Background: an optimization exercise with open tools, aiming at small area, a short achievable clock period and few clock cycles per item. Do not read the settings as production practice. No run shown here included a check of the RTL's function; only the layout flow was run. Power and IR drop assume default switching activity.

===== design.v =====
`timescale 1ns / 1ps
`timescale 1ns / 1ps
module mac (
    input  wire        clk,
    input  wire        rst,
    input  wire [31:0] x,
    input  wire [31:0] y,
    input  wire        start,
    output wire [31:0] z,
    output wire        busy
  );
  wire pp1 = ~(x[0] & y[0]);
  wire pp2 = ~(x[0] & y[1]);
  wire pp3 = ~(x[0] & y[2]);
  wire pp4 = ~(x[0] & y[3]);
  wire pp5 = ~(x[0] & y[4]);
  wire pp6 = ~(x[0] & y[5]);
  wire pp7 = ~(x[0] & y[6]);
  wire pp8 = x[0] & y[7];
  wire pp9 = ~(x[1] & y[0]);
  wire pp10 = ~(x[1] & y[1]);
  wire pp11 = ~(x[1] & y[2]);
  wire pp12 = ~(x[1] & y[3]);
  wire pp13 = ~(x[1] & y[4]);
  wire pp14 = ~(x[1] & y[5]);
  wire pp15 = ~(x[1] & y[6]);
  wire pp16 = x[1] & y[7];
  wire pp17 = ~(x[2] & y[0]);
  wire pp18 = ~(x[2] & y[1]);
  wire pp19 = ~(x[2] & y[2]);
  wire pp20 = ~(x[2] & y[3]);
  wire pp21 = ~(x[2] & y[4]);
  wire pp22 = ~(x[2] & y[5]);
  wire pp23 = ~(x[2] & y[6]);
  wire pp24 = x[2] & y[7];
  wire pp25 = ~(x[3] & y[0]);
  wire pp26 = ~(x[3] & y[1]);
  wire pp27 = ~(x[3] & y[2]);
  wire pp28 = ~(x[3] & y[3]);
  wire pp29 = ~(x[3] & y[4]);
  wire pp30 = ~(x[3] & y[5]);
  wire pp31 = ~(x[3] & y[6]);
  wire pp32 = x[3] & y[7];
  wire pp33 = ~(x[4] & y[0]);
  wire pp34 = ~(x[4] & y[1]);
  wire pp35 = ~(x[4] & y[2]);
  wire pp36 = ~(x[4] & y[3]);
  wire pp37 = ~(x[4] & y[4]);
  wire pp38 = ~(x[4] & y[5]);
  wire pp39 = ~(x[4] & y[6]);
  wire pp40 = x[4] & y[7];
  wire pp41 = ~(x[5] & y[0]);
  wire pp42 = ~(x[5] & y[1]);
  wire pp43 = ~(x[5] & y[2]);
  wire pp44 = ~(x[5] & y[3]);
  wire pp45 = ~(x[5] & y[4]);
  wire pp46 = ~(x[5] & y[5]);
  wire pp47 = ~(x[5] & y[6]);
  wire pp48 = x[5] & y[7];
  wire pp49 = ~(x[6] & y[0]);
  wire pp50 = ~(x[6] & y[1]);
  wire pp51 = ~(x[6] & y[2]);
  wire pp52 = ~(x[6] & y[3]);
  wire pp53 = ~(x[6] & y[4]);
  wire pp54 = ~(x[6] & y[5]);
  wire pp55 = ~(x[6] & y[6]);
  wire pp56 = x[6] & y[7];
  wire pp57 = x[7] & y[0];
  wire pp58 = x[7] & y[1];
  wire pp59 = x[7] & y[2];
  wire pp60 = x[7] & y[3];
  wire pp61 = x[7] & y[4];
  wire pp62 = x[7] & y[5];
  wire pp63 = x[7] & y[6];
  wire pp64 = ~(x[7] & y[7]);
  wire pp65 = ~(x[8] & y[8]);
  wire pp66 = ~(x[8] & y[9]);
  wire pp67 = ~(x[8] & y[10]);
  wire pp68 = ~(x[8] & y[11]);
  wire pp69 = ~(x[8] & y[12]);
  wire pp70 = ~(x[8] & y[13]);
  wire pp71 = ~(x[8] & y[14]);
  wire pp72 = x[8] & y[15];
  wire pp73 = ~(x[9] & y[8]);
  wire pp74 = ~(x[9] & y[9]);
  wire pp75 = ~(x[9] & y[10]);
  wire pp76 = ~(x[9] & y[11]);
  wire pp77 = ~(x[9] & y[12]);
  wire pp78 = ~(x[9] & y[13]);
  wire pp79 = ~(x[9] & y[14]);
  wire pp80 = x[9] & y[15];
  wire pp81 = ~(x[10] & y[8]);
  wire pp82 = ~(x[10] & y[9]);
  wire pp83 = ~(x[10] & y[10]);
  wire pp84 = ~(x[10] & y[11]);
  wire pp85 = ~(x[10] & y[12]);
  wire pp86 = ~(x[10] & y[13]);
  wire pp87 = ~(x[10] & y[14]);
  wire pp88 = x[10] & y[15];
  wire pp89 = ~(x[11] & y[8]);
  wire pp90 = ~(x[11] & y[9]);
  wire pp91 = ~(x[11] & y[10]);
  wire pp92 = ~(x[11] & y[11]);
  wire pp93 = ~(x[11] & y[12]);
  wire pp94 = ~(x[11] & y[13]);
  wire pp95 = ~(x[11] & y[14]);
  wire pp96 = x[11] & y[15];
  wire pp97 = ~(x[12] & y[8]);
  wire pp98 = ~(x[12] & y[9]);
  wire pp99 = ~(x[12] & y[10]);
  wire pp100 = ~(x[12] & y[11]);
  wire pp101 = ~(x[12] & y[12]);
  wire pp102 = ~(x[12] & y[13]);
  wire pp103 = ~(x[12] & y[14]);
  wire pp104 = x[12] & y[15];
  wire pp105 = ~(x[13] & y[8]);
  wire pp106 = ~(x[13] & y[9]);
  wire pp107 = ~(x[13] & y[10]);
  wire pp108 = ~(x[13] & y[11]);
  wire pp109 = ~(x[13] & y[12]);
  wire pp110 = ~(x[13] & y[13]);
  wire pp111 = ~(x[13] & y[14]);
  wire pp112 = x[13] & y[15];
  wire pp113 = ~(x[14] & y[8]);
  wire pp114 = ~(x[14] & y[9]);
  wire pp115 = ~(x[14] & y[10]);
  wire pp116 = ~(x[14] & y[11]);
  wire pp117 = ~(x[14] & y[12]);
  wire pp118 = ~(x[14] & y[13]);
  wire pp119 = ~(x[14] & y[14]);
  wire pp120 = x[14] & y[15];
  wire pp121 = x[15] & y[8];
  wire pp122 = x[15] & y[9];
  wire pp123 = x[15] & y[10];
  wire pp124 = x[15] & y[11];
  wire pp125 = x[15] & y[12];
  wire pp126 = x[15] & y[13];
  wire pp127 = x[15] & y[14];
  wire pp128 = ~(x[15] & y[15]);
  wire pp129 = ~(x[16] & y[16]);
  wire pp130 = ~(x[16] & y[17]);
  wire pp131 = ~(x[16] & y[18]);
  wire pp132 = ~(x[16] & y[19]);
  wire pp133 = ~(x[16] & y[20]);
  wire pp134 = ~(x[16] & y[21]);
  wire pp135 = ~(x[16] & y[22]);
  wire pp136 = x[16] & y[23];
  wire pp137 = ~(x[17] & y[16]);
  wire pp138 = ~(x[17] & y[17]);
  wire pp139 = ~(x[17] & y[18]);
  wire pp140 = ~(x[17] & y[19]);
  wire pp141 = ~(x[17] & y[20]);
  wire pp142 = ~(x[17] & y[21]);
  wire pp143 = ~(x[17] & y[22]);
  wire pp144 = x[17] & y[23];
  wire pp145 = ~(x[18] & y[16]);
  wire pp146 = ~(x[18] & y[17]);
  wire pp147 = ~(x[18] & y[18]);
  wire pp148 = ~(x[18] & y[19]);
  wire pp149 = ~(x[18] & y[20]);
  wire pp150 = ~(x[18] & y[21]);
  wire pp151 = ~(x[18] & y[22]);
  wire pp152 = x[18] & y[23];
  wire pp153 = ~(x[19] & y[16]);
  wire pp154 = ~(x[19] & y[17]);
  wire pp155 = ~(x[19] & y[18]);
  wire pp156 = ~(x[19] & y[19]);
  wire pp157 = ~(x[19] & y[20]);
  wire pp158 = ~(x[19] & y[21]);
  wire pp159 = ~(x[19] & y[22]);
  wire pp160 = x[19] & y[23];
  wire pp161 = ~(x[20] & y[16]);
  wire pp162 = ~(x[20] & y[17]);
  wire pp163 = ~(x[20] & y[18]);
  wire pp164 = ~(x[20] & y[19]);
  wire pp165 = ~(x[20] & y[20]);
  wire pp166 = ~(x[20] & y[21]);
  wire pp167 = ~(x[20] & y[22]);
  wire pp168 = x[20] & y[23];
  wire pp169 = ~(x[21] & y[16]);
  wire pp170 = ~(x[21] & y[17]);
  wire pp171 = ~(x[21] & y[18]);
  wire pp172 = ~(x[21] & y[19]);
  wire pp173 = ~(x[21] & y[20]);
  wire pp174 = ~(x[21] & y[21]);
  wire pp175 = ~(x[21] & y[22]);
  wire pp176 = x[21] & y[23];
  wire pp177 = ~(x[22] & y[16]);
  wire pp178 = ~(x[22] & y[17]);
  wire pp179 = ~(x[22] & y[18]);
  wire pp180 = ~(x[22] & y[19]);
  wire pp181 = ~(x[22] & y[20]);
  wire pp182 = ~(x[22] & y[21]);
  wire pp183 = ~(x[22] & y[22]);
  wire pp184 = x[22] & y[23];
  wire pp185 = x[23] & y[16];
  wire pp186 = x[23] & y[17];
  wire pp187 = x[23] & y[18];
  wire pp188 = x[23] & y[19];
  wire pp189 = x[23] & y[20];
  wire pp190 = x[23] & y[21];
  wire pp191 = x[23] & y[22];
  wire pp192 = ~(x[23] & y[23]);
  wire pp193 = ~(x[24] & y[24]);
  wire pp194 = ~(x[24] & y[25]);
  wire pp195 = ~(x[24] & y[26]);
  wire pp196 = ~(x[24] & y[27]);
  wire pp197 = ~(x[24] & y[28]);
  wire pp198 = ~(x[24] & y[29]);
  wire pp199 = ~(x[24] & y[30]);
  wire pp200 = x[24] & y[31];
  wire pp201 = ~(x[25] & y[24]);
  wire pp202 = ~(x[25] & y[25]);
  wire pp203 = ~(x[25] & y[26]);
  wire pp204 = ~(x[25] & y[27]);
  wire pp205 = ~(x[25] & y[28]);
  wire pp206 = ~(x[25] & y[29]);
  wire pp207 = ~(x[25] & y[30]);
  wire pp208 = x[25] & y[31];
  wire pp209 = ~(x[26] & y[24]);
  wire pp210 = ~(x[26] & y[25]);
  wire pp211 = ~(x[26] & y[26]);
  wire pp212 = ~(x[26] & y[27]);
  wire pp213 = ~(x[26] & y[28]);
  wire pp214 = ~(x[26] & y[29]);
  wire pp215 = ~(x[26] & y[30]);
  wire pp216 = x[26] & y[31];
  wire pp217 = ~(x[27] & y[24]);
  wire pp218 = ~(x[27] & y[25]);
  wire pp219 = ~(x[27] & y[26]);
  wire pp220 = ~(x[27] & y[27]);
  wire pp221 = ~(x[27] & y[28]);
  wire pp222 = ~(x[27] & y[29]);
  wire pp223 = ~(x[27] & y[30]);
  wire pp224 = x[27] & y[31];
  wire pp225 = ~(x[28] & y[24]);
  wire pp226 = ~(x[28] & y[25]);
  wire pp227 = ~(x[28] & y[26]);
  wire pp228 = ~(x[28] & y[27]);
  wire pp229 = ~(x[28] & y[28]);
  wire pp230 = ~(x[28] & y[29]);
  wire pp231 = ~(x[28] & y[30]);
  wire pp232 = x[28] & y[31];
  wire pp233 = ~(x[29] & y[24]);
  wire pp234 = ~(x[29] & y[25]);
  wire pp235 = ~(x[29] & y[26]);
  wire pp236 = ~(x[29] & y[27]);
  wire pp237 = ~(x[29] & y[28]);
  wire pp238 = ~(x[29] & y[29]);
  wire pp239 = ~(x[29] & y[30]);
  wire pp240 = x[29] & y[31];
  wire pp241 = ~(x[30] & y[24]);
  wire pp242 = ~(x[30] & y[25]);
  wire pp243 = ~(x[30] & y[26]);
  wire pp244 = ~(x[30] & y[27]);
  wire pp245 = ~(x[30] & y[28]);
  wire pp246 = ~(x[30] & y[29]);
  wire pp247 = ~(x[30] & y[30]);
  wire pp248 = x[30] & y[31];
  wire pp249 = x[31] & y[24];
  wire pp250 = x[31] & y[25];
  wire pp251 = x[31] & y[26];
  wire pp252 = x[31] & y[27];
  wire pp253 = x[31] & y[28];
  wire pp254 = x[31] & y[29];
  wire pp255 = x[31] & y[30];
  wire pp256 = ~(x[31] & y[31]);
  wire s257 = ~(pp1 ^ pp65);
  wire c258 = pp1 | pp65;
  wire s259, c259;
  mac_fa u259 (.a(pp129), .b(pp193), .ci(s257), .s(s259), .co(c259));
  wire s260 = ~(pp2 ^ pp9);
  wire c261 = pp2 | pp9;
  wire s262, c262;
  mac_fa u262 (.a(pp66), .b(pp73), .ci(pp130), .s(s262), .co(c262));
  wire s263, c263;
  mac_fa u263 (.a(pp137), .b(pp194), .ci(pp201), .s(s263), .co(c263));
  wire s264, c264;
  mac_fa u264 (.a(c258), .b(s260), .ci(s262), .s(s264), .co(c264));
  wire s265, c265;
  mac_fa u265 (.a(s263), .b(c259), .ci(s264), .s(s265), .co(c265));
  wire s266, c266;
  mac_fa u266 (.a(pp3), .b(pp10), .ci(pp17), .s(s266), .co(c266));
  wire s267, c267;
  mac_fa u267 (.a(pp67), .b(pp74), .ci(pp81), .s(s267), .co(c267));
  wire s268, c268;
  mac_fa u268 (.a(pp131), .b(pp138), .ci(pp145), .s(s268), .co(c268));
  wire s269, c269;
  mac_fa u269 (.a(pp195), .b(pp202), .ci(pp209), .s(s269), .co(c269));
  wire s270, c270;
  mac_fa u270 (.a(c261), .b(c262), .ci(c263), .s(s270), .co(c270));
  wire s271, c271;
  mac_fa u271 (.a(s266), .b(s267), .ci(s268), .s(s271), .co(c271));
  wire s272, c272;
  mac_fa u272 (.a(s269), .b(c264), .ci(s270), .s(s272), .co(c272));
  wire s273, c273;
  mac_fa u273 (.a(s271), .b(c265), .ci(s272), .s(s273), .co(c273));
  wire s274 = ~(pp4 ^ pp11);
  wire c275 = pp4 | pp11;
  wire s276, c276;
  mac_fa u276 (.a(pp18), .b(pp25), .ci(pp68), .s(s276), .co(c276));
  wire s277, c277;
  mac_fa u277 (.a(pp75), .b(pp82), .ci(pp89), .s(s277), .co(c277));
  wire s278, c278;
  mac_fa u278 (.a(pp132), .b(pp139), .ci(pp146), .s(s278), .co(c278));
  wire s279, c279;
  mac_fa u279 (.a(pp153), .b(pp196), .ci(pp203), .s(s279), .co(c279));
  wire s280, c280;
  mac_fa u280 (.a(pp210), .b(pp217), .ci(s274), .s(s280), .co(c280));
  wire s281, c281;
  mac_fa u281 (.a(c266), .b(c267), .ci(c268), .s(s281), .co(c281));
  wire s282, c282;
  mac_fa u282 (.a(c269), .b(s276), .ci(s277), .s(s282), .co(c282));
  wire s283, c283;
  mac_fa u283 (.a(s278), .b(s279), .ci(s280), .s(s283), .co(c283));
  wire s284, c284;
  mac_fa u284 (.a(c270), .b(c271), .ci(s281), .s(s284), .co(c284));
  wire s285, c285;
  mac_fa u285 (.a(s282), .b(s283), .ci(c272), .s(s285), .co(c285));
  wire s286, c286;
  mac_fa u286 (.a(s284), .b(s285), .ci(c273), .s(s286), .co(c286));
  wire s287 = ~(pp5 ^ pp12);
  wire c288 = pp5 | pp12;
  wire s289, c289;
  mac_fa u289 (.a(pp19), .b(pp26), .ci(pp33), .s(s289), .co(c289));
  wire s290, c290;
  mac_fa u290 (.a(pp69), .b(pp76), .ci(pp83), .s(s290), .co(c290));
  wire s291, c291;
  mac_fa u291 (.a(pp90), .b(pp97), .ci(pp133), .s(s291), .co(c291));
  wire s292, c292;
  mac_fa u292 (.a(pp140), .b(pp147), .ci(pp154), .s(s292), .co(c292));
  wire s293, c293;
  mac_fa u293 (.a(pp161), .b(pp197), .ci(pp204), .s(s293), .co(c293));
  wire s294, c294;
  mac_fa u294 (.a(pp211), .b(pp218), .ci(pp225), .s(s294), .co(c294));
  wire s295, c295;
  mac_fa u295 (.a(c275), .b(s287), .ci(c276), .s(s295), .co(c295));
  wire s296, c296;
  mac_fa u296 (.a(c277), .b(c278), .ci(c279), .s(s296), .co(c296));
  wire s297, c297;
  mac_fa u297 (.a(s289), .b(s290), .ci(s291), .s(s297), .co(c297));
  wire s298, c298;
  mac_fa u298 (.a(s292), .b(s293), .ci(s294), .s(s298), .co(c298));
  wire s299, c299;
  mac_fa u299 (.a(c280), .b(s295), .ci(c281), .s(s299), .co(c299));
  wire s300, c300;
  mac_fa u300 (.a(c282), .b(s296), .ci(s297), .s(s300), .co(c300));
  wire s301, c301;
  mac_fa u301 (.a(s298), .b(c283), .ci(s299), .s(s301), .co(c301));
  wire s302, c302;
  mac_fa u302 (.a(c284), .b(s300), .ci(c285), .s(s302), .co(c302));
  wire s303 = ~(pp6 ^ pp13);
  wire c304 = pp6 | pp13;
  wire s305, c305;
  mac_fa u305 (.a(pp20), .b(pp27), .ci(pp34), .s(s305), .co(c305));
  wire s306, c306;
  mac_fa u306 (.a(pp41), .b(pp70), .ci(pp77), .s(s306), .co(c306));
  wire s307, c307;
  mac_fa u307 (.a(pp84), .b(pp91), .ci(pp98), .s(s307), .co(c307));
  wire s308, c308;
  mac_fa u308 (.a(pp105), .b(pp134), .ci(pp141), .s(s308), .co(c308));
  wire s309, c309;
  mac_fa u309 (.a(pp148), .b(pp155), .ci(pp162), .s(s309), .co(c309));
  wire s310, c310;
  mac_fa u310 (.a(pp169), .b(pp198), .ci(pp205), .s(s310), .co(c310));
  wire s311, c311;
  mac_fa u311 (.a(pp212), .b(pp219), .ci(pp226), .s(s311), .co(c311));
  wire s312, c312;
  mac_fa u312 (.a(pp233), .b(c288), .ci(s303), .s(s312), .co(c312));
  wire s313, c313;
  mac_fa u313 (.a(c289), .b(c290), .ci(c291), .s(s313), .co(c313));
  wire s314, c314;
  mac_fa u314 (.a(c292), .b(c293), .ci(c294), .s(s314), .co(c314));
  wire s315, c315;
  mac_fa u315 (.a(s305), .b(s306), .ci(s307), .s(s315), .co(c315));
  wire s316, c316;
  mac_fa u316 (.a(s308), .b(s309), .ci(s310), .s(s316), .co(c316));
  wire s317, c317;
  mac_fa u317 (.a(s311), .b(s312), .ci(c295), .s(s317), .co(c317));
  wire s318, c318;
  mac_fa u318 (.a(c296), .b(c297), .ci(c298), .s(s318), .co(c318));
  wire s319, c319;
  mac_fa u319 (.a(s313), .b(s314), .ci(s315), .s(s319), .co(c319));
  wire s320, c320;
  mac_fa u320 (.a(s316), .b(s317), .ci(c299), .s(s320), .co(c320));
  wire s321, c321;
  mac_fa u321 (.a(c300), .b(s318), .ci(s319), .s(s321), .co(c321));
  wire s322, c322;
  mac_fa u322 (.a(c301), .b(s320), .ci(s321), .s(s322), .co(c322));
  wire s323 = ~(pp7 ^ pp14);
  wire c324 = pp7 | pp14;
  wire s325, c325;
  mac_fa u325 (.a(pp21), .b(pp28), .ci(pp35), .s(s325), .co(c325));
  wire s326, c326;
  mac_fa u326 (.a(pp42), .b(pp49), .ci(pp71), .s(s326), .co(c326));
  wire s327, c327;
  mac_fa u327 (.a(pp78), .b(pp85), .ci(pp92), .s(s327), .co(c327));
  wire s328, c328;
  mac_fa u328 (.a(pp99), .b(pp106), .ci(pp113), .s(s328), .co(c328));
  wire s329, c329;
  mac_fa u329 (.a(pp135), .b(pp142), .ci(pp149), .s(s329), .co(c329));
  wire s330, c330;
  mac_fa u330 (.a(pp156), .b(pp163), .ci(pp170), .s(s330), .co(c330));
  wire s331, c331;
  mac_fa u331 (.a(pp177), .b(pp199), .ci(pp206), .s(s331), .co(c331));
  wire s332, c332;
  mac_fa u332 (.a(pp213), .b(pp220), .ci(pp227), .s(s332), .co(c332));
  wire s333, c333;
  mac_fa u333 (.a(pp234), .b(pp241), .ci(c304), .s(s333), .co(c333));
  wire s334, c334;
  mac_fa u334 (.a(s323), .b(c305), .ci(c306), .s(s334), .co(c334));
  wire s335, c335;
  mac_fa u335 (.a(c307), .b(c308), .ci(c309), .s(s335), .co(c335));
  wire s336, c336;
  mac_fa u336 (.a(c310), .b(c311), .ci(s325), .s(s336), .co(c336));
  wire s337, c337;
  mac_fa u337 (.a(s326), .b(s327), .ci(s328), .s(s337), .co(c337));
  wire s338, c338;
  mac_fa u338 (.a(s329), .b(s330), .ci(s331), .s(s338), .co(c338));
  wire s339, c339;
  mac_fa u339 (.a(s332), .b(s333), .ci(c312), .s(s339), .co(c339));
  wire s340, c340;
  mac_fa u340 (.a(c313), .b(c314), .ci(c315), .s(s340), .co(c340));
  wire s341, c341;
  mac_fa u341 (.a(c316), .b(s334), .ci(s335), .s(s341), .co(c341));
  wire s342, c342;
  mac_fa u342 (.a(s336), .b(s337), .ci(s338), .s(s342), .co(c342));
  wire s343, c343;
  mac_fa u343 (.a(s339), .b(c317), .ci(c318), .s(s343), .co(c343));
  wire s344, c344;
  mac_fa u344 (.a(s340), .b(c319), .ci(s341), .s(s344), .co(c344));
  wire s345, c345;
  mac_fa u345 (.a(s342), .b(c320), .ci(s343), .s(s345), .co(c345));
  wire s346 = ~(pp8 ^ pp15);
  wire c347 = pp8 | pp15;
  wire s348, c348;
  mac_fa u348 (.a(pp22), .b(pp29), .ci(pp36), .s(s348), .co(c348));
  wire s349, c349;
  mac_fa u349 (.a(pp43), .b(pp50), .ci(pp57), .s(s349), .co(c349));
  wire s350, c350;
  mac_fa u350 (.a(pp72), .b(pp79), .ci(pp86), .s(s350), .co(c350));
  wire s351, c351;
  mac_fa u351 (.a(pp93), .b(pp100), .ci(pp107), .s(s351), .co(c351));
  wire s352, c352;
  mac_fa u352 (.a(pp114), .b(pp121), .ci(pp136), .s(s352), .co(c352));
  wire s353, c353;
  mac_fa u353 (.a(pp143), .b(pp150), .ci(pp157), .s(s353), .co(c353));
  wire s354, c354;
  mac_fa u354 (.a(pp164), .b(pp171), .ci(pp178), .s(s354), .co(c354));
  wire s355, c355;
  mac_fa u355 (.a(pp185), .b(pp200), .ci(pp207), .s(s355), .co(c355));
  wire s356, c356;
  mac_fa u356 (.a(pp214), .b(pp221), .ci(pp228), .s(s356), .co(c356));
  wire s357, c357;
  mac_fa u357 (.a(pp235), .b(pp242), .ci(pp249), .s(s357), .co(c357));
  wire s358, c358;
  mac_fa u358 (.a(c324), .b(s346), .ci(c325), .s(s358), .co(c358));
  wire s359, c359;
  mac_fa u359 (.a(c326), .b(c327), .ci(c328), .s(s359), .co(c359));
  wire s360, c360;
  mac_fa u360 (.a(c329), .b(c330), .ci(c331), .s(s360), .co(c360));
  wire s361, c361;
  mac_fa u361 (.a(c332), .b(s348), .ci(s349), .s(s361), .co(c361));
  wire s362, c362;
  mac_fa u362 (.a(s350), .b(s351), .ci(s352), .s(s362), .co(c362));
  wire s363, c363;
  mac_fa u363 (.a(s353), .b(s354), .ci(s355), .s(s363), .co(c363));
  wire s364, c364;
  mac_fa u364 (.a(s356), .b(s357), .ci(c333), .s(s364), .co(c364));
  wire s365, c365;
  mac_fa u365 (.a(s358), .b(c334), .ci(c335), .s(s365), .co(c365));
  wire s366, c366;
  mac_fa u366 (.a(c336), .b(c337), .ci(c338), .s(s366), .co(c366));
  wire s367, c367;
  mac_fa u367 (.a(s359), .b(s360), .ci(s361), .s(s367), .co(c367));
  wire s368, c368;
  mac_fa u368 (.a(s362), .b(s363), .ci(s364), .s(s368), .co(c368));
  wire s369, c369;
  mac_fa u369 (.a(c339), .b(c340), .ci(c341), .s(s369), .co(c369));
  wire s370, c370;
  mac_fa u370 (.a(s365), .b(c342), .ci(s366), .s(s370), .co(c370));
  wire s371, c371;
  mac_fa u371 (.a(s367), .b(s368), .ci(c343), .s(s371), .co(c371));
  wire s372, c372;
  mac_fa u372 (.a(s369), .b(c344), .ci(s370), .s(s372), .co(c372));
  wire s373 = ~(pp16 ^ pp23);
  wire c374 = pp16 | pp23;
  wire s375, c375;
  mac_fa u375 (.a(pp30), .b(pp37), .ci(pp44), .s(s375), .co(c375));
  wire s376, c376;
  mac_fa u376 (.a(pp51), .b(pp58), .ci(pp80), .s(s376), .co(c376));
  wire s377, c377;
  mac_fa u377 (.a(pp87), .b(pp94), .ci(pp101), .s(s377), .co(c377));
  wire s378, c378;
  mac_fa u378 (.a(pp108), .b(pp115), .ci(pp122), .s(s378), .co(c378));
  wire s379, c379;
  mac_fa u379 (.a(pp144), .b(pp151), .ci(pp158), .s(s379), .co(c379));
  wire s380, c380;
  mac_fa u380 (.a(pp165), .b(pp172), .ci(pp179), .s(s380), .co(c380));
  wire s381, c381;
  mac_fa u381 (.a(pp186), .b(pp208), .ci(pp215), .s(s381), .co(c381));
  wire s382, c382;
  mac_fa u382 (.a(pp222), .b(pp229), .ci(pp236), .s(s382), .co(c382));
  wire s383, c383;
  mac_fa u383 (.a(pp243), .b(pp250), .ci(c347), .s(s383), .co(c383));
  wire s384, c384;
  mac_fa u384 (.a(s373), .b(c348), .ci(c349), .s(s384), .co(c384));
  wire s385, c385;
  mac_fa u385 (.a(c350), .b(c351), .ci(c352), .s(s385), .co(c385));
  wire s386, c386;
  mac_fa u386 (.a(c353), .b(c354), .ci(c355), .s(s386), .co(c386));
  wire s387, c387;
  mac_fa u387 (.a(c356), .b(c357), .ci(s375), .s(s387), .co(c387));
  wire s388, c388;
  mac_fa u388 (.a(s376), .b(s377), .ci(s378), .s(s388), .co(c388));
  wire s389, c389;
  mac_fa u389 (.a(s379), .b(s380), .ci(s381), .s(s389), .co(c389));
  wire s390, c390;
  mac_fa u390 (.a(s382), .b(s383), .ci(c358), .s(s390), .co(c390));
  wire s391, c391;
  mac_fa u391 (.a(c359), .b(c360), .ci(c361), .s(s391), .co(c391));
  wire s392, c392;
  mac_fa u392 (.a(c362), .b(c363), .ci(s384), .s(s392), .co(c392));
  wire s393, c393;
  mac_fa u393 (.a(s385), .b(s386), .ci(s387), .s(s393), .co(c393));
  wire s394, c394;
  mac_fa u394 (.a(c364), .b(s388), .ci(s389), .s(s394), .co(c394));
  wire s395, c395;
  mac_fa u395 (.a(s390), .b(c365), .ci(c366), .s(s395), .co(c395));
  wire s396, c396;
  mac_fa u396 (.a(s391), .b(c367), .ci(c368), .s(s396), .co(c396));
  wire s397, c397;
  mac_fa u397 (.a(s392), .b(s393), .ci(s394), .s(s397), .co(c397));
  wire s398, c398;
  mac_fa u398 (.a(c369), .b(s395), .ci(c370), .s(s398), .co(c398));
  wire s399, c399;
  mac_fa u399 (.a(s396), .b(s397), .ci(c371), .s(s399), .co(c399));
  wire s400 = ~(pp24 ^ pp31);
  wire c401 = pp24 | pp31;
  wire s402, c402;
  mac_fa u402 (.a(pp38), .b(pp45), .ci(pp52), .s(s402), .co(c402));
  wire s403, c403;
  mac_fa u403 (.a(pp59), .b(pp88), .ci(pp95), .s(s403), .co(c403));
  wire s404, c404;
  mac_fa u404 (.a(pp102), .b(pp109), .ci(pp116), .s(s404), .co(c404));
  wire s405, c405;
  mac_fa u405 (.a(pp123), .b(pp152), .ci(pp159), .s(s405), .co(c405));
  wire s406, c406;
  mac_fa u406 (.a(pp166), .b(pp173), .ci(pp180), .s(s406), .co(c406));
  wire s407, c407;
  mac_fa u407 (.a(pp187), .b(pp216), .ci(pp223), .s(s407), .co(c407));
  wire s408, c408;
  mac_fa u408 (.a(pp230), .b(pp237), .ci(pp244), .s(s408), .co(c408));
  wire s409, c409;
  mac_fa u409 (.a(pp251), .b(c374), .ci(s400), .s(s409), .co(c409));
  wire s410, c410;
  mac_fa u410 (.a(c375), .b(c376), .ci(c377), .s(s410), .co(c410));
  wire s411, c411;
  mac_fa u411 (.a(c378), .b(c379), .ci(c380), .s(s411), .co(c411));
  wire s412, c412;
  mac_fa u412 (.a(c381), .b(c382), .ci(s402), .s(s412), .co(c412));
  wire s413, c413;
  mac_fa u413 (.a(s403), .b(s404), .ci(s405), .s(s413), .co(c413));
  wire s414, c414;
  mac_fa u414 (.a(s406), .b(s407), .ci(s408), .s(s414), .co(c414));
  wire s415, c415;
  mac_fa u415 (.a(c383), .b(s409), .ci(c384), .s(s415), .co(c415));
  wire s416, c416;
  mac_fa u416 (.a(c385), .b(c386), .ci(c387), .s(s416), .co(c416));
  wire s417, c417;
  mac_fa u417 (.a(c388), .b(c389), .ci(s410), .s(s417), .co(c417));
  wire s418, c418;
  mac_fa u418 (.a(s411), .b(s412), .ci(s413), .s(s418), .co(c418));
  wire s419, c419;
  mac_fa u419 (.a(s414), .b(c390), .ci(s415), .s(s419), .co(c419));
  wire s420, c420;
  mac_fa u420 (.a(c391), .b(c392), .ci(c393), .s(s420), .co(c420));
  wire s421, c421;
  mac_fa u421 (.a(s416), .b(c394), .ci(s417), .s(s421), .co(c421));
  wire s422, c422;
  mac_fa u422 (.a(s418), .b(s419), .ci(c395), .s(s422), .co(c422));
  wire s423, c423;
  mac_fa u423 (.a(c396), .b(s420), .ci(c397), .s(s423), .co(c423));
  wire s424, c424;
  mac_fa u424 (.a(pp32), .b(pp39), .ci(pp46), .s(s424), .co(c424));
  wire s425, c425;
  mac_fa u425 (.a(pp53), .b(pp60), .ci(pp96), .s(s425), .co(c425));
  wire s426, c426;
  mac_fa u426 (.a(pp103), .b(pp110), .ci(pp117), .s(s426), .co(c426));
  wire s427, c427;
  mac_fa u427 (.a(pp124), .b(pp160), .ci(pp167), .s(s427), .co(c427));
  wire s428, c428;
  mac_fa u428 (.a(pp174), .b(pp181), .ci(pp188), .s(s428), .co(c428));
  wire s429, c429;
  mac_fa u429 (.a(pp224), .b(pp231), .ci(pp238), .s(s429), .co(c429));
  wire s430, c430;
  mac_fa u430 (.a(pp245), .b(pp252), .ci(c401), .s(s430), .co(c430));
  wire s431, c431;
  mac_fa u431 (.a(c402), .b(c403), .ci(c404), .s(s431), .co(c431));
  wire s432, c432;
  mac_fa u432 (.a(c405), .b(c406), .ci(c407), .s(s432), .co(c432));
  wire s433, c433;
  mac_fa u433 (.a(c408), .b(s424), .ci(s425), .s(s433), .co(c433));
  wire s434, c434;
  mac_fa u434 (.a(s426), .b(s427), .ci(s428), .s(s434), .co(c434));
  wire s435, c435;
  mac_fa u435 (.a(s429), .b(s430), .ci(c409), .s(s435), .co(c435));
  wire s436, c436;
  mac_fa u436 (.a(c410), .b(c411), .ci(c412), .s(s436), .co(c436));
  wire s437, c437;
  mac_fa u437 (.a(c413), .b(c414), .ci(s431), .s(s437), .co(c437));
  wire s438, c438;
  mac_fa u438 (.a(s432), .b(s433), .ci(s434), .s(s438), .co(c438));
  wire s439, c439;
  mac_fa u439 (.a(s435), .b(c415), .ci(c416), .s(s439), .co(c439));
  wire s440, c440;
  mac_fa u440 (.a(c417), .b(s436), .ci(c418), .s(s440), .co(c440));
  wire s441, c441;
  mac_fa u441 (.a(s437), .b(s438), .ci(c419), .s(s441), .co(c441));
  wire s442, c442;
  mac_fa u442 (.a(s439), .b(c420), .ci(c421), .s(s442), .co(c442));
  wire s443, c443;
  mac_fa u443 (.a(s440), .b(s441), .ci(c422), .s(s443), .co(c443));
  wire s444, c444;
  mac_fa u444 (.a(pp40), .b(pp47), .ci(pp54), .s(s444), .co(c444));
  wire s445, c445;
  mac_fa u445 (.a(pp61), .b(pp104), .ci(pp111), .s(s445), .co(c445));
  wire s446, c446;
  mac_fa u446 (.a(pp118), .b(pp125), .ci(pp168), .s(s446), .co(c446));
  wire s447, c447;
  mac_fa u447 (.a(pp175), .b(pp182), .ci(pp189), .s(s447), .co(c447));
  wire s448, c448;
  mac_fa u448 (.a(pp232), .b(pp239), .ci(pp246), .s(s448), .co(c448));
  wire s449, c449;
  mac_fa u449 (.a(pp253), .b(c424), .ci(c425), .s(s449), .co(c449));
  wire s450, c450;
  mac_fa u450 (.a(c426), .b(c427), .ci(c428), .s(s450), .co(c450));
  wire s451, c451;
  mac_fa u451 (.a(c429), .b(s444), .ci(s445), .s(s451), .co(c451));
  wire s452, c452;
  mac_fa u452 (.a(s446), .b(s447), .ci(s448), .s(s452), .co(c452));
  wire s453, c453;
  mac_fa u453 (.a(c430), .b(c431), .ci(c432), .s(s453), .co(c453));
  wire s454, c454;
  mac_fa u454 (.a(c433), .b(c434), .ci(s449), .s(s454), .co(c454));
  wire s455, c455;
  mac_fa u455 (.a(s450), .b(s451), .ci(s452), .s(s455), .co(c455));
  wire s456, c456;
  mac_fa u456 (.a(c435), .b(c436), .ci(c437), .s(s456), .co(c456));
  wire s457, c457;
  mac_fa u457 (.a(s453), .b(c438), .ci(s454), .s(s457), .co(c457));
  wire s458, c458;
  mac_fa u458 (.a(s455), .b(c439), .ci(c440), .s(s458), .co(c458));
  wire s459, c459;
  mac_fa u459 (.a(s456), .b(s457), .ci(c441), .s(s459), .co(c459));
  wire s460, c460;
  mac_fa u460 (.a(pp48), .b(pp55), .ci(pp62), .s(s460), .co(c460));
  wire s461, c461;
  mac_fa u461 (.a(pp112), .b(pp119), .ci(pp126), .s(s461), .co(c461));
  wire s462, c462;
  mac_fa u462 (.a(pp176), .b(pp183), .ci(pp190), .s(s462), .co(c462));
  wire s463, c463;
  mac_fa u463 (.a(pp240), .b(pp247), .ci(pp254), .s(s463), .co(c463));
  wire s464, c464;
  mac_fa u464 (.a(c444), .b(c445), .ci(c446), .s(s464), .co(c464));
  wire s465, c465;
  mac_fa u465 (.a(c447), .b(c448), .ci(s460), .s(s465), .co(c465));
  wire s466, c466;
  mac_fa u466 (.a(s461), .b(s462), .ci(s463), .s(s466), .co(c466));
  wire s467, c467;
  mac_fa u467 (.a(c449), .b(c450), .ci(c451), .s(s467), .co(c467));
  wire s468, c468;
  mac_fa u468 (.a(c452), .b(s464), .ci(s465), .s(s468), .co(c468));
  wire s469, c469;
  mac_fa u469 (.a(s466), .b(c453), .ci(c454), .s(s469), .co(c469));
  wire s470, c470;
  mac_fa u470 (.a(s467), .b(c455), .ci(s468), .s(s470), .co(c470));
  wire s471, c471;
  mac_fa u471 (.a(c456), .b(s469), .ci(c457), .s(s471), .co(c471));
  wire s472, c472;
  mac_fa u472 (.a(pp56), .b(pp63), .ci(pp120), .s(s472), .co(c472));
  wire s473, c473;
  mac_fa u473 (.a(pp127), .b(pp184), .ci(pp191), .s(s473), .co(c473));
  wire s474, c474;
  mac_fa u474 (.a(pp248), .b(pp255), .ci(c460), .s(s474), .co(c474));
  wire s475, c475;
  mac_fa u475 (.a(c461), .b(c462), .ci(c463), .s(s475), .co(c475));
  wire s476, c476;
  mac_fa u476 (.a(s472), .b(s473), .ci(s474), .s(s476), .co(c476));
  wire s477, c477;
  mac_fa u477 (.a(c464), .b(c465), .ci(c466), .s(s477), .co(c477));
  wire s478, c478;
  mac_fa u478 (.a(s475), .b(s476), .ci(c467), .s(s478), .co(c478));
  wire s479, c479;
  mac_fa u479 (.a(c468), .b(s477), .ci(c469), .s(s479), .co(c479));
  wire s480, c480;
  mac_fa u480 (.a(s478), .b(c470), .ci(s479), .s(s480), .co(c480));
  wire s481, c481;
  mac_fa u481 (.a(pp64), .b(pp128), .ci(pp192), .s(s481), .co(c481));
  wire s482, c482;
  mac_fa u482 (.a(pp256), .b(c472), .ci(c473), .s(s482), .co(c482));
  wire s483, c483;
  mac_fa u483 (.a(s481), .b(c474), .ci(c475), .s(s483), .co(c483));
  wire s484, c484;
  mac_fa u484 (.a(s482), .b(c476), .ci(s483), .s(s484), .co(c484));
  wire s485, c485;
  mac_fa u485 (.a(c477), .b(c478), .ci(s484), .s(s485), .co(c485));
  wire s486, c486;
  mac_fa u486 (.a(c481), .b(c482), .ci(c483), .s(s486), .co(c486));
  wire s487, c487;
  mac_fa u487 (.a(s486), .b(c484), .ci(c485), .s(s487), .co(c487));
  reg  [42:0] r;
  always @(posedge clk)
  begin
    if (start)
      r <= {c487, c486, s487, c480, s485, c479, s480, c471, c459, s471, c458, s470, c443, s459, c442, s458, s443, c423, s442, c399, s423, c398, s422, s421, s399, c372, s398, s372, s371, c345, c322, s345, s344, c321, s322, c302, c286, s302, s301, s286, s273, s265, s259};
  end
  wire s488, c488;
  mac_fa u488 (.a(r[4]), .b(r[5]), .ci(r[6]), .s(s488), .co(c488));
  wire s489, c489;
  mac_fa u489 (.a(r[7]), .b(r[8]), .ci(c488), .s(s489), .co(c489));
  wire s490, c490;
  mac_fa u490 (.a(r[9]), .b(r[10]), .ci(r[11]), .s(s490), .co(c490));
  wire s491 = r[12] ^ s490;
  wire c492 = r[12] & s490;
  wire s493, c493;
  mac_fa u493 (.a(r[13]), .b(r[14]), .ci(r[15]), .s(s493), .co(c493));
  wire s494 = c490 ^ s493;
  wire c495 = c490 & s493;
  wire s496, c496;
  mac_fa u496 (.a(r[16]), .b(r[17]), .ci(r[18]), .s(s496), .co(c496));
  wire s497 = c493 ^ s496;
  wire c498 = c493 & s496;
  wire s499, c499;
  mac_fa u499 (.a(r[19]), .b(r[20]), .ci(r[21]), .s(s499), .co(c499));
  wire s500, c500;
  mac_fa u500 (.a(r[22]), .b(r[23]), .ci(c496), .s(s500), .co(c500));
  wire s501 = s499 ^ c498;
  wire c502 = s499 & c498;
  wire s503, c503;
  mac_fa u503 (.a(r[24]), .b(r[25]), .ci(r[26]), .s(s503), .co(c503));
  wire s504, c504;
  mac_fa u504 (.a(c499), .b(s503), .ci(c500), .s(s504), .co(c504));
  wire s505, c505;
  mac_fa u505 (.a(r[27]), .b(r[28]), .ci(r[29]), .s(s505), .co(c505));
  wire s506, c506;
  mac_fa u506 (.a(r[30]), .b(c503), .ci(s505), .s(s506), .co(c506));
  wire s507, c507;
  mac_fa u507 (.a(r[31]), .b(r[32]), .ci(r[33]), .s(s507), .co(c507));
  wire s508, c508;
  mac_fa u508 (.a(r[34]), .b(c505), .ci(s507), .s(s508), .co(c508));
  wire s509, c509;
  mac_fa u509 (.a(r[35]), .b(r[36]), .ci(c507), .s(s509), .co(c509));
  wire s510, c510;
  mac_fa u510 (.a(r[37]), .b(r[38]), .ci(r[39]), .s(s510), .co(c510));
  wire g0 = r[0] & 1'b0;
  wire p0 = r[0] ^ 1'b0;
  wire g1 = r[1] & 1'b0;
  wire p1 = r[1] ^ 1'b0;
  wire g2 = r[2] & 1'b0;
  wire p2 = r[2] ^ 1'b0;
  wire g3 = r[3] & 1'b0;
  wire p3 = r[3] ^ 1'b0;
  wire g4 = s488 & 1'b0;
  wire p4 = s488 ^ 1'b0;
  wire g5 = s489 & 1'b0;
  wire p5 = s489 ^ 1'b0;
  wire g6 = s491 & c489;
  wire p6 = s491 ^ c489;
  wire g7 = c492 & s494;
  wire p7 = c492 ^ s494;
  wire g8 = c495 & s497;
  wire p8 = c495 ^ s497;
  wire g9 = s500 & s501;
  wire p9 = s500 ^ s501;
  wire g10 = c502 & s504;
  wire p10 = c502 ^ s504;
  wire g11 = s506 & c504;
  wire p11 = s506 ^ c504;
  wire g12 = c506 & s508;
  wire p12 = c506 ^ s508;
  wire g13 = s509 & c508;
  wire p13 = s509 ^ c508;
  wire g14 = s510 & c509;
  wire p14 = s510 ^ c509;
  wire g15 = r[40] & c510;
  wire p15 = r[40] ^ c510;
  wire g16 = r[41] & r[42];
  wire p16 = r[41] ^ r[42];
  wire G1_1 = g1 | (p1 & g0);
  wire P1_1 = p1 & p0;
  wire G1_3 = g3 | (p3 & g2);
  wire P1_3 = p3 & p2;
  wire G1_5 = g5 | (p5 & g4);
  wire P1_5 = p5 & p4;
  wire G1_7 = g7 | (p7 & g6);
  wire P1_7 = p7 & p6;
  wire G1_9 = g9 | (p9 & g8);
  wire P1_9 = p9 & p8;
  wire G1_11 = g11 | (p11 & g10);
  wire P1_11 = p11 & p10;
  wire G1_13 = g13 | (p13 & g12);
  wire P1_13 = p13 & p12;
  wire G1_15 = g15 | (p15 & g14);
  wire P1_15 = p15 & p14;
  wire G2_2 = g2 | (p2 & G1_1);
  wire P2_2 = p2 & P1_1;
  wire G2_3 = G1_3 | (P1_3 & G1_1);
  wire P2_3 = P1_3 & P1_1;
  wire G2_6 = g6 | (p6 & G1_5);
  wire P2_6 = p6 & P1_5;
  wire G2_7 = G1_7 | (P1_7 & G1_5);
  wire P2_7 = P1_7 & P1_5;
  wire G2_10 = g10 | (p10 & G1_9);
  wire P2_10 = p10 & P1_9;
  wire G2_11 = G1_11 | (P1_11 & G1_9);
  wire P2_11 = P1_11 & P1_9;
  wire G2_14 = g14 | (p14 & G1_13);
  wire P2_14 = p14 & P1_13;
  wire G2_15 = G1_15 | (P1_15 & G1_13);
  wire P2_15 = P1_15 & P1_13;
  wire G4_4 = g4 | (p4 & G2_3);
  wire P4_4 = p4 & P2_3;
  wire G4_5 = G1_5 | (P1_5 & G2_3);
  wire P4_5 = P1_5 & P2_3;
  wire G4_6 = G2_6 | (P2_6 & G2_3);
  wire P4_6 = P2_6 & P2_3;
  wire G4_7 = G2_7 | (P2_7 & G2_3);
  wire P4_7 = P2_7 & P2_3;
  wire G4_12 = g12 | (p12 & G2_11);
  wire P4_12 = p12 & P2_11;
  wire G4_13 = G1_13 | (P1_13 & G2_11);
  wire P4_13 = P1_13 & P2_11;
  wire G4_14 = G2_14 | (P2_14 & G2_11);
  wire P4_14 = P2_14 & P2_11;
  wire G4_15 = G2_15 | (P2_15 & G2_11);
  wire P4_15 = P2_15 & P2_11;
  wire G8_8 = g8 | (p8 & G4_7);
  wire P8_8 = p8 & P4_7;
  wire G8_9 = G1_9 | (P1_9 & G4_7);
  wire P8_9 = P1_9 & P4_7;
  wire G8_10 = G2_10 | (P2_10 & G4_7);
  wire P8_10 = P2_10 & P4_7;
  wire G8_11 = G2_11 | (P2_11 & G4_7);
  wire P8_11 = P2_11 & P4_7;
  wire G8_12 = G4_12 | (P4_12 & G4_7);
  wire P8_12 = P4_12 & P4_7;
  wire G8_13 = G4_13 | (P4_13 & G4_7);
  wire P8_13 = P4_13 & P4_7;
  wire G8_14 = G4_14 | (P4_14 & G4_7);
  wire P8_14 = P4_14 & P4_7;
  wire G8_15 = G4_15 | (P4_15 & G4_7);
  wire P8_15 = P4_15 & P4_7;
  wire [2:0] sgn;
  mac_sgn1 usgn0 (.g(g16), .p(p16), .c(G8_15), .s(sgn[0]));
  mac_sgn1 usgn1 (.g(g16), .p(p16), .c(G8_15), .s(sgn[1]));
  mac_sgn1 usgn2 (.g(g16), .p(p16), .c(G8_15), .s(sgn[2]));
  assign z    = {sgn[2], sgn[2], sgn[2], sgn[2], sgn[2], sgn[1], sgn[1], sgn[1], sgn[1], sgn[1], sgn[0], sgn[0], sgn[0], sgn[0], sgn[0],
                 ~(p16 ^ G8_15), ~(p15 ^ G8_14), ~(p14 ^ G8_13), ~(p13 ^ G8_12), ~(p12 ^ G8_11), ~(p11 ^ G8_10), ~(p10 ^ G8_9), ~(p9 ^ G8_8), ~(p8 ^ G4_7), ~(p7 ^ G4_6), ~(p6 ^ G4_5), ~(p5 ^ G4_4), ~(p4 ^ G2_3), ~(p3 ^ G2_2), ~(p2 ^ G1_1), ~(p1 ^ g0), ~p0};
  assign busy = 1'b0;
endmodule
module mac_fa (
    input  wire a,
    input  wire b,
    input  wire ci,
    output wire s,
    output wire co
  );
  assign s  = a ^ b ^ ci;
  assign co = (a & b) | (a & ci) | (b & ci);
endmodule
module mac_sgn (
    input  wire t,
    input  wire g,
    input  wire p,
    input  wire c,
    output wire s
  );
  assign s = ~(t ^ (g | (p & c)));
endmodule
module mac_sgn0 (
    input  wire g,
    input  wire p,
    input  wire c,
    output wire s
  );
  assign s = ~(g | (p & c));
endmodule
module mac_sgn1 (
    input  wire g,
    input  wire p,
    input  wire c,
    output wire s
  );
  assign s = g | (p & c);
endmodule

===== flow/run.sh =====
#!/bin/bash
# The standard layout (standard.sh), with port buffers of the given cell instead
# of the one buffer_ports picks by default.  make's output goes to standard.log;
# ORFS keeps each step's log under orfs/logs.
set -euo pipefail
export BUFFER_PORTS_ARGS="-buffer_cell sky130_fd_sc_hd__buf_2"
bash standard.sh > standard.log 2>&1

===== standard.sh =====
#!/bin/bash
# synth_recipe.tcl (not shown) runs the flow's synth.tcl, then flattens the netlist and writes it again
# the make line also repeats each setting of config.mk as NAME=value (left out here)
make -C /OpenROAD-flow-scripts/flow DESIGN_CONFIG=/design/flow/config.mk WORK_HOME=/design/flow/orfs CLKGATE_MAP_FILE= SYNTH_SCRIPT=/design/flow/synth_recipe.tcl "${@:-finish}"

===== config.mk =====
export PLATFORM = sky130hd
export DESIGN_NAME = mac
export DESIGN_NICKNAME = mac
export VERILOG_FILES = /design/flow/design.v
export SDC_FILE = /design/flow/constraint.sdc
export NUM_CORES = 4
export LEC_CHECK = 0
export CAP_MARGIN = 20
export CORE_MARGIN = 2
export CORE_UTILIZATION = 40
export SETUP_SLACK_MARGIN = 2.35
export SLEW_MARGIN = 20
export SYNTH_HIERARCHICAL = 1
export SYNTH_MINIMUM_KEEP_SIZE = 0

===== constraint.sdc =====
create_clock -name core_clock -period 7.0 [get_ports {clk}]
set_input_delay 1.4000 -clock core_clock [delete_from_list [all_inputs] [get_ports {clk}]]
set_output_delay 1.4000 -clock core_clock [all_outputs]
set_load 0.01 [all_outputs]

==> results of run 1 <==
[layout by cell type (no fill, tap or decap), drive strengths merged, types with 2 or more instances in the layout]
master / instances
a21o: 5
xnor2: 4
xor2: 3
and2: 68
bufinv: 2
ha: 23
nor3: 2
nor2: 3
clkbuf: 6
edfxtp: 43
inv: 31
fa: 230
nand2b: 4
o21ai: 4
a21oi: 4
buf: 100
or3: 2
nand4: 3
nand2: 189
[timing repair]
item | CTS | global route
pin swaps | 5 | 4
setup buffers | 2 | 1
endpoints found under the setup margin | 17 | 18
gates resized for setup | 9 | 9
[path summary, 6_finish.rpt]
kind	slack, ns	endpoint	startpoint
worst max-delay path	2.46	z[21]	r[31]
worst min-delay path	1.63	r[0]	x[24]
[logic make-up (layout without fill, tap and decap cells)]
logic type | count (synthesis) | after routing | synth area share, %
AOI/OAI and AO/OA | 15 | 15 | 1.182
xor gates and xnor gates | 7 | 7 | 0.7825
adders and majority gates | 253 | 253 | 62.44
buffers and inverters | 62 | 139 | 3.593
DFF | 43 | 43 | 16.48
other | 1 | 1 | 0.04786
and+or+nand+nor | 271 | 271 | 15.47
[area by class of cell]
type / instances / area share [%]
clock buffers: 6 / 1.464
repair buffers: 100 / 5.772
flip-flops and latches: 43 / 14.67
clock inverters: 2 / 0.6824
multi-input cells: 547 / 72.32
inverters: 31 / 1.322
well taps: 265 / 3.767
[power by group through the flow]
stage	Sequential (mW)	Clock (mW)	Combinational, mW
6_report	0.613	0.304	3.77
5_1_grt	0.630	0.316	4.26
4_1_cts	0.617	0.309	3.65
3_5_place_dp	0.621	0	3.40
3_3_place_gp	0.616	0	3.33
2_1_floorplan	0.607	0	2.34
[per-module statistics from Yosys (local to each module, per instance)]
module / copies in the design / cell area (sq um) / flops+latches / cells inside
mac_sgn1: 3 / 7.507 / 0 / 1
mac_fa: 228 / 20.02 / 0 / 1
mac: 1 / 3248 / 43 / 421
[per-stage QoR]
step	util (%)	instances	total power, mW
4_1_cts	45.25	993	4.580
3_5_place_dp	43.89	983	4.018
6_report	45.52	994	4.687
5_1_grt	45.52	994	5.211
2_1_floorplan	-	652	2.950
3_3_place_gp	43.89	983	3.941
[per-layer routing]
| metal | up-vias | global-route usage (%) | routed length [um] |
|---|---|---|---|
| li1 | 2136 | - | - |
| met1 | 2787 | 29.01 | 8483 |
| met2 | 235 | 36.87 | 10470 |
| met3 | 35 | 3.932 | 1704 |
| met4 | 2 | 5.676 | 411 |
| met5 | - | 0 | 12 |
==> results_dict.tcl, run 1 <==
set metrics [dict create \
    leakage_nw 3.378 \
    post_drt_wl_per_cell_um 21.21 \
    worstPathRequired_ns 5.60 \
    cp_num_buf_inv 1 \
    syn_area_per_cell_sq_um 12.02 \
    antenna_left 0 \
    place_area_sq_um 8487 \
    cp_max_fo 6 \
    pwr-share-comb_pct 80.4 \
    via_count 5195 \
    num_io_pins 100 \
    hold_buffers 0 \
    grt_pass1_wl_mm 33.18 \
    top_regs "r: 43 flops" \
    initial_utilization_pct 40.52 \
    layout-drive-gt1-share_pct 16.46 \
    grt_pass1_vias 5968 \
    layout.nets 1048 \
    fin_crit_ns 4.541 \
    rows 51 \
    port-buffer-count 97 \
    crit_top_cell "a21o_1" \
    fillers 1772 \
    crit_slowest_cell "fa_1" \
    synthArstFlopShare_pct 0 \
    clock_path_buffers 2 \
    ys_warn_count 7 \
    start_kind "flop" \
    report.final.slew_viol_count 0 \
    core_sq_um 19330 \
    netlist_area_sq_um 7835 \
    ys_top_cells_by_count "fa_1 (230), nand2_1 (189), and2_1 (68), edfxtp_1 (43), inv_1 (31)" \
    finalSetupViolCount 0 \
    syn_inst 652 \
    synth.area.top_cells "fa_1 (59%), edfxtp_1 (16%), nand2_1 (9.1%), and2_1 (5.4%), ha_1 (3.7%)" \
    cts.sinks 43 \
    rsz0062_at_grt "true" \
    die_h_um 144.0 \
    place.gp.congestion 0.9748 \
    critPathMaxStageDelay_ns 0.51 \
    fin_ws_ns 2.459 \
    yosys.area.top_type_share_pct 58.77 \
    seq_area_sq_um 1291 \
    grt_max_degree 44 \
    worstPathArrival_ns 3.14 \
    wirelength_mm 21.08 \
    switchingPower_mw 2.174 \
    dp_slack_ns 2.223 \
    die-width_um 144.0 \
    crit_chain "fa_1 -> fa_1 -> ha_2 -> a21o_1 -> a21o_1 -> o31ai_4 -> nand2b_4 -> a21o_1 -> buf_2" \
    dieArea_sq_um 20720 \
    antenna_found_initial 1 \
    cp-end-kind "output pin" \
    intPower_mw 2.512 \
    syn_to_final_growth_pct 12.33 \
    top_register "r" \
    cts_tree "done" \
    diodes 0 \
    final.period_utilization_pct 64.87 \
    grt_overflow 0 \
    first_pass_iters 5 \
    drt_iter0_drc 337 \
    multi_input_comb_area_sq_um 6365 \
    whs_path_depth 3 \
    hold_class "in2reg" \
    fin_tns_setup_ns 0 \
    outcome "timing/DRC/antenna clean" \
    critPathKind "reg2out" \
    yosysTopAreaCell "fa_1" \
    relSlewSlack_pct 32.42 \
    synthDistinctLibCells 22 \
    numCtsBuffers 5 \
    drc 0 \
    largest_reg_flops 43 \
    cts.clk_slew.worst_paths_ns 0.06 \
    fmax_ghz 0.2202 \
    synthesis.nets 972 \
    clkPwrFrac_pct 6.5 \
    ys_seq_elements 43 \
    power_switching_share_pct 46.39 \
    fin_area_sq_um 8801 \
    cellPowerDensity_nw_per_um2 532.5 \
    synth_edf_count 43 \
    ir_drop_v 0.0003336 \
    whs_ns 1.628 \
    finalHoldViolCount 0 \
    critical-path-top-delay-family "adder cells" \
    synth.most_common_cell "fa_1" \
    cts_max_level 2 \
    ys_seq_area_share_pct 16.48 \
    tightest_slew_ns 1.014 \
    dp_hpwl_mm 17.81 \
    cts-root-buf "clkbuf_16" \
    grt_usage_pct 21.71 \
    cap_violations 0 \
    cp_num_cells 9 \
    ys.flop_type "edfxtp_1" \
    p_seq_share_pct 13.1 \
    vias_per_cell 5.226 \
]
==> run 2: changes to the inputs <==
--- a/design.v
+++ b/design.v
@@ -852,9 +852,11 @@
   wire G8_15 = G4_15 | (P4_15 & G4_7);
   wire P8_15 = P4_15 & P4_7;
-  wire [2:0] sgn;
+  wire [4:0] sgn;
   mac_sgn1 usgn0 (.g(g16), .p(p16), .c(G8_15), .s(sgn[0]));
   mac_sgn1 usgn1 (.g(g16), .p(p16), .c(G8_15), .s(sgn[1]));
   mac_sgn1 usgn2 (.g(g16), .p(p16), .c(G8_15), .s(sgn[2]));
-  assign z    = {sgn[2], sgn[2], sgn[2], sgn[2], sgn[2], sgn[1], sgn[1], sgn[1], sgn[1], sgn[1], sgn[0], sgn[0], sgn[0], sgn[0], sgn[0],
+  mac_sgn1 usgn3 (.g(g16), .p(p16), .c(G8_15), .s(sgn[3]));
+  mac_sgn1 usgn4 (.g(g16), .p(p16), .c(G8_15), .s(sgn[4]));
+  assign z    = {sgn[4], sgn[4], sgn[4], sgn[3], sgn[3], sgn[3], sgn[2], sgn[2], sgn[2], sgn[1], sgn[1], sgn[1], sgn[0], sgn[0], sgn[0],
                  ~(p16 ^ G8_15), ~(p15 ^ G8_14), ~(p14 ^ G8_13), ~(p13 ^ G8_12), ~(p12 ^ G8_11), ~(p11 ^ G8_10), ~(p10 ^ G8_9), ~(p9 ^ G8_8), ~(p8 ^ G4_7), ~(p7 ^ G4_6), ~(p6 ^ G4_5), ~(p5 ^ G4_4), ~(p4 ^ G2_3), ~(p3 ^ G2_2), ~(p2 ^ G1_1), ~(p1 ^ g0), ~p0};
   assign busy = 1'b0;
--- a/config.mk
+++ b/config.mk
@@ -9,5 +9,5 @@
 export CORE_MARGIN = 2
 export CORE_UTILIZATION = 40
-export SETUP_SLACK_MARGIN = 2.35
+export SETUP_SLACK_MARGIN = 2.5
 export SLEW_MARGIN = 20
 export SYNTH_HIERARCHICAL = 1
==> run 2 against run 1 <==
Net effect: synthesized cell count did not move; critical path type unchanged; non-clock buffer count unchanged; largest power group unchanged; final area is essentially flat; area after synthesis unchanged; global-route usage grew 0.18 points; first-iteration DRC count grew 33%; still clean.
==> results_dict.tcl, run 2 <==
set metrics [dict create \
    outcome "timing/DRC/antenna clean" \
    cts.sinks 43 \
    placed_cells_incl_taps 985 \
    layout_commonest_cell "fa_1" \
    whs_ns 1.641 \
    antenna_left 0 \
    relSlewSlack_pct 34.58 \
    final.period_utilization_pct 64.60 \
    worstPathArrival_ns 3.12 \
    largest_reg_flops 43 \
    drc 0 \
    crit_chain "fa_2 -> fa_2 -> fa_2 -> ha_4 -> o21ai_4 -> a211oi_4 -> o31ai_4 -> nand2b_4 -> a21o_1 -> buf_2" \
    syn_inst 652 \
    place_area_sq_um 8502 \
    clock_path_buffers 2 \
    finalSetupViolCount 0 \
    layout.nets 1050 \
    rsz0062_at_grt "true" \
    synth.most_common_cell "fa_1" \
    via_count 5176 \
    hold_class "in2reg" \
    dp_hpwl_mm 17.90 \
    cts_tree "done" \
    critPathMaxStageDelay_ns 0.55 \
    rows 51 \
    synth.area.top_cells "fa_1 (59%), edfxtp_1 (16%), nand2_1 (9.1%), and2_1 (5.4%), ha_1 (3.7%)" \
    fin_crit_ns 4.522 \
    cellPowerDensity_nw_per_um2 528.9 \
    drt_iter0_drc 449 \
    fin_tns_setup_ns 0 \
    yosys.area.top_type_share_pct 58.77 \
    cap_violations 0 \
    ys_top_cells_by_count "fa_1 (230), nand2_1 (189), and2_1 (68), edfxtp_1 (43), inv_1 (31)" \
    finalHoldViolCount 0 \
    cts-root-buf "clkbuf_16" \
    synthDistinctLibCells 22 \
    cts_max_level 2 \
    multi_input_comb_area_sq_um 6400 \
    port-buffer-count 97 \
    ys_warn_count 7 \
    cp-end-kind "output pin" \
    ys.flop_type "edfxtp_1" \
    cp_num_buf_inv 1 \
    antenna_found_initial 0 \
    grt_overflow 0 \
    vias_per_cell 5.197 \
    post_drt_wl_per_cell_um 20.95 \
    wirelength_mm 20.87 \
    diodes 0 \
    ys_seq_area_share_pct 16.48 \
    dieArea_sq_um 20720 \
    syn_to_final_growth_pct 12.26 \
    synth_edf_count 43 \
    start_kind "flop" \
    fin_area_sq_um 8796 \
    layout-drive-gt1-share_pct 17.37 \
    worstPathRequired_ns 5.60 \
    numCtsBuffers 5 \
    top_regs "r: 43 flops" \
    grt_usage_pct 21.89 \
    synthesis.nets 972 \
    crit_top_cell "fa_2" \
    place.gp.congestion 0.9382 \
    critical-path-top-delay-family "adder cells" \
    fmax_ghz 0.2211 \
    cts.clk_slew.worst_paths_ns 0.06 \
    core_sq_um 19330 \
    crit_slowest_cell "fa_2" \
    syn_area_per_cell_sq_um 12.02 \
    top_register "r" \
    fin_cells 996 \
    initial_utilization_pct 40.52 \
    fin_util_pct 45.49 \
    seq_area_sq_um 1291 \
    tightest_slew_ns 0.9813 \
    report.final.slew_viol_count 0 \
    grt_pass1_vias 6118 \
    layout_common_cells "fa_1 (220), nand2_1 (189), buf_2 (94), and2_1 (68), edfxtp_1 (43)" \
    first_pass_iters 5 \
    die-width_um 144.0 \
    synthArstFlopShare_pct 0 \
    grt_max_degree 44 \
    leakage_nw 3.370 \
    die_h_um 144.0 \
    yosysTopAreaCell "fa_1" \
    critPathKind "reg2out" \
    ys_seq_elements 43 \
    cp_max_fo 6 \
    netlist_area_sq_um 7835 \
    fillers 1790 \
    grt_pass1_wl_mm 33.40 \
    num_io_pins 100 \
    ir_drop_v 0.0003157 \
]
## run 2: cell count changes in the layout (fill, tap and decap cells not counted), sizes merged
cell      previous run  this run
buf                100        97
clkbuf               6         9
a21o                 5         7
bufinv               2         0
clkinv               0         1
clkinvlp             0         1
## run 2: worst paths after layout
kind | from | to | slack, ns | depth (start not counted)
worst min-delay path | x[24] | r[0] | 1.64 | 3
worst max-delay path | r[16] | z[24] | 2.48 | 10
## run 2: power by group
part / switching [mW] / total, mW / internal (mW)
registers: 0.0610 / 0.612 / 0.551
clock network: 0.0946 / 0.226 / 0.132
logic: 2.03 / 3.81 / 1.78
## run 2: per-stage QoR
step           total power, mW  setup slack [ns]
3_5_place_dp             4.034             2.237
4_1_cts                  4.636             2.350
5_1_grt                  5.195             2.338
2_1_floorplan            2.948             2.451
6_report                 4.653             2.478
3_3_place_gp             3.952             2.227
## run 2: cell type report
class | count | area share, %
Sequential cell | 43 | 14.68
Clock buffer | 6 | 1.465
Timing Repair Buffer | 100 | 5.861
Tap cell | 265 | 3.770
Multi-Input combinational cell | 549 | 72.76
Inverter | 31 | 1.323
Clock inverter | 2 | 0.1422
## run 2: what timing repair did
action | 4_1_cts | 5_1_grt
setup endpoints to repair | 20 | 24
buffers inserted | 3 | 0
hold buffers | 0 | 0
pin swaps | 14 | 10
gates resized for setup | 14 | 15
## run 2: per-module statistics from Yosys, one instance, submodules excluded
module    area [sq um]  cells inside  copies in the design
mac_sgn1         7.507             1                     5
mac               3233           419                     1
mac_fa           20.02             1                   228
## run 2: cell families after synthesis
family | Yosys count | synth area share (%)
other | 1 | 0.04786
AND/OR/NAND/NOR | 271 | 15.47
buffers and inverters | 60 | 3.401
adder cells (fa/ha/maj) | 253 | 62.44
flip-flops | 43 | 16.48
XOR/XNOR | 7 | 0.7825
AO/OA/AOI/OAI | 17 | 1.373
## run 2: metal layers
layer | global-route usage (%) | part of all wire [%]
met5 | 0 | 0
met4 | 6.811 | 2.5
met3 | 4.832 | 9.3
met2 | 37.09 | 49
met1 | 28.25 | 39

[port drivers added, routing unchanged]
How much do the figures lean on ideal ports? The routed layouts below were timed once more, with nothing changed but the port constraints.
Step 1 (the two cells are an assumption about what drives the block):
set clk [get_ports {clk}]
set_driving_cell -lib_cell sky130_fd_sc_hd__clkbuf_16 $clk
set_driving_cell -lib_cell sky130_fd_sc_hd__buf_2 [delete_from_list [all_inputs] $clk]
Step 2, shift: input delay + t, output delay - t, t = (earliest + latest rising clock arrival at the registers) / 2. This alone moves slack from input paths to output paths.
a / b / c = ideal / step 1 / step 2; a / b = the first two.
| run | shift t [ns] | setup WS [ns] | latest minus earliest clock arrival (ns) | slew at the worst register clock pin (ns) |
|---|---|---|---|---|
| run 1 | 0.330 | 2.459 / 2.417 / 2.177 | 0.007 / 0.007 | 0.06 / 0.06 |
| run 2 | 0.328 | 2.478 / 2.435 / 2.278 | 0.004 / 0.004 | 0.06 / 0.06 |
After both steps every run listed still meets setup and hold. For run 1, which loses most, drivers alone change the setup slack by -0.042 ns; drivers and shift together by -0.282 ns.
